Background: an optimization exercise with open tools, aiming at small area, a short achievable clock period and few clock cycles per item. Do not read the settings as production practice.

Setup of v11:
## eyeriss_conv
module eyeriss_conv (
	input clk,
	input reset,
	input [15:0] act_in,
	input [15:0] filt_in,
	input load_en_wght,
	input load_en_act,
	input start,
	output [47:0] pe_out,
	output logic compute_done,
	output logic load_done
);
	logic [15:0] act_q, filt_q;
	always_ff @(posedge clk) begin
		act_q <= act_in;
		filt_q <= filt_in;
	end
	logic la_act, lw_act, a_valid, w_valid;
	logic [4:0] lcnt;
	logic lw_fin;
	assign lw_fin = lw_act && lcnt == 5'd9;
	always_ff @(posedge clk) begin
		if (reset) begin
			la_act <= 1'b0;
			lw_act <= 1'b0;
			a_valid <= 1'b0;
			w_valid <= 1'b0;
			load_done <= 1'b0;
			lcnt <= 5'd0;
		end else begin
			load_done <= 1'b0;
			if (load_en_act) begin
				la_act <= 1'b1;
				a_valid <= 1'b0;
				lcnt <= 5'd1;
			end else if (load_en_wght) begin
				lw_act <= 1'b1;
				w_valid <= 1'b0;
				lcnt <= 5'd1;
			end else begin
				lcnt <= lcnt + 5'd1;
				if (la_act) begin
					load_done <= lcnt == 5'd24;
					if (lcnt == 5'd25) begin
						la_act <= 1'b0;
						a_valid <= 1'b1;
					end
				end
				if (lw_act) begin
					load_done <= lcnt == 5'd8;
					if (lcnt == 5'd9) begin
						lw_act <= 1'b0;
						w_valid <= 1'b1;
					end
				end
			end
		end
	end
	logic [15:0] W [0:8];
	always_ff @(posedge clk) begin
		if (lw_act) begin
			W[0] <= filt_q;
			for (int k = 1; k < 9; k++) W[k] <= W[k-1];
		end
	end
	logic [15:0] A [0:24];
	logic [15:0] src;
	logic [4:0] ph;
	assign src = la_act ? act_q : A[24];
	always_ff @(posedge clk) begin
		A[0] <= src;
		for (int k = 1; k < 25; k++) A[k] <= A[k-1];
	end
	always_ff @(posedge clk) begin
		if (la_act && lcnt == 5'd25) ph <= 5'd0;
		else ph <= (ph == 5'd24) ? 5'd0 : ph + 5'd1;
	end
	logic run, live, req;
	logic [5:0] e;
	logic [2:0] rdy, rdy_nx;
	logic ld, awe, afirst, alast, ld_n, awe_n, afirst_n, alast_n;
	logic [2:0] xs0, xs1, xs2, xs0_n, xs1_n, xs2_n;
	logic [1:0] wsel, arow, wsel_n, arow_n;
	logic [3:0] aidx, aidx_n;
	logic restart;
	logic [8:0] awr, ard;	 
	logic [15:0] xn0, xn1, xn2;
	localparam int EMAX = 35;
	always_comb begin
  ...
For scale: about 3600 cells after synthesis, roughly 87 I/O pins, ~42000 sq um of cells after synthesis.
==> flow/config.mk <==
export PLATFORM = sky130hd
export DESIGN_NAME = eyeriss_conv
export DESIGN_NICKNAME = eyeriss_conv
export VERILOG_FILES = /design/flow/design.v
export SDC_FILE = /design/flow/constraint.sdc
export NUM_CORES = 4
export LEC_CHECK = 0
export ABC_CLOCK_PERIOD_IN_PS = 3000
export CAP_MARGIN = 20
export CORE_MARGIN = 2
export CORE_UTILIZATION = 45
export SLEW_MARGIN = 20
==> flow/constraint.sdc <==
create_clock -name core_clock -period 10.0 [get_ports {clk}]
set_input_delay 2.0000 -clock core_clock [delete_from_list [all_inputs] [get_ports {clk}]]
set_output_delay 2.0000 -clock core_clock [all_outputs]
set_load 0.01 [all_outputs]
standard.sh (not shown) runs the stock make flow with config.mk's settings and CLKGATE_MAP_FILE= SYNTH_SCRIPT=/design/flow/synth_recipe.tcl, a recipe that flattens the netlist after the stock synthesis.
==> flow/flow/run.sh <==
#!/bin/bash
# The standard ORFS flow, with repair_timing aiming for a larger setup margin
# (the clock period and constraints are unchanged).
set -euo pipefail
MARGIN=$(cat flow/margin.txt)
bash standard.sh SETUP_SLACK_MARGIN=$MARGIN finish > standard.log 2>&1
==> flow/flow/margin.txt <==
6.5
v11 | status: complete | timing, DRC, antenna: pass
--- input diff v11..v39 ---
diff --git a/flow/design.v b/flow/design.v
--- a/flow/design.v
+++ b/flow/design.v
@@ -956,16 +956,26 @@
 			row_disp <= row_cnt;
 			rs <= {row_cnt == 2'd2, row_cnt == 2'd1, row_cnt == 2'd0};
 			row_cnt <= (row_cnt == 2'd2) ? 2'd0 : row_cnt + 2'd1;
 			compute_done <= rdy_nx[row_cnt];
 			pend <= !rdy_nx[row_cnt];
 		end else if (pend) begin
 			compute_done <= rdy_nx[row_disp];
 			pend <= !rdy_nx[row_disp];
 		end else begin
 			compute_done <= 1'b0;
 		end
 	end
-	assign pe_out = ({48{rs[0]}} & {O[2], O[1], O[0]}) |
-	                ({48{rs[1]}} & {O[5], O[4], O[3]}) |
-	                ({48{rs[2]}} & {O[8], O[7], O[6]});
+	logic [2:0] sel;
+	logic [47:0] pe_q;
+	assign sel = start ? {row_cnt == 2'd2, row_cnt == 2'd1, row_cnt == 2'd0} : rs;
+	always_ff @(posedge clk) begin
+		for (int i = 0; i < 3; i++) begin
+			logic [15:0] v;
+			v = 16'd0;
+			for (int R = 0; R < 3; R++)
+				v = v | ({16{sel[R]}} & ((run && awr[3*R+i]) ? acc_new : O[3*R+i]));
+			pe_q[16*i +: 16] <= v;
+		end
+	end
+	assign pe_out = pe_q;
 endmodule
Results
In v39, the share of the cycle needed by the critical path after routing came out 0.56 points below the value in v11.
On floorplan die area: v39 sits above v11.
A end of the critical path of pe_out[35] is what v11 shows, while mac.dot[14] belongs to v39.
Synthesized flop and latch total grows by a few percent when moving from v11 to v39.
v39 vs v11 — flip-flop and latch count rose 49.
Diff v11 and v39: peak per-stage delay on the critical path lower in v11
No functional check of the RTL was part of any run of this note.

-- port drivers added, routing unchanged --
In the flow no input, the clock included, has a driving cell. The finished layouts below were timed again as built, in two steps.
Step 1 (the two cells are an assumption about what drives the block):
set clk [get_ports {clk}]
set_driving_cell -lib_cell sky130_fd_sc_hd__clkbuf_16 $clk
set_driving_cell -lib_cell sky130_fd_sc_hd__buf_2 [delete_from_list [all_inputs] $clk]
Step 2 also shifts input and output timing later by t, the mid clock arrival at the registers, as if the neighbouring blocks saw the same clock.
Slacks: ideal ports / drivers / drivers and shift; pairs: ideal ports / drivers.
run	t (ns)	setup WS [ns]	hold WS [ns]	latest minus earliest clock arrival (ns)
v11	0.738	5.997 / 5.930 / 6.032	0.314 / 0.314 / 0.314	0.077 / 0.077
v39	0.765	6.053 / 6.053 / 5.921	0.321 / 0.321 / 0.321	0.046 / 0.046
After both steps setup and hold are still met in every run listed. The setup slack of v39, which loses most, moves by 0.000 ns with the drivers and by -0.132 ns with both steps.
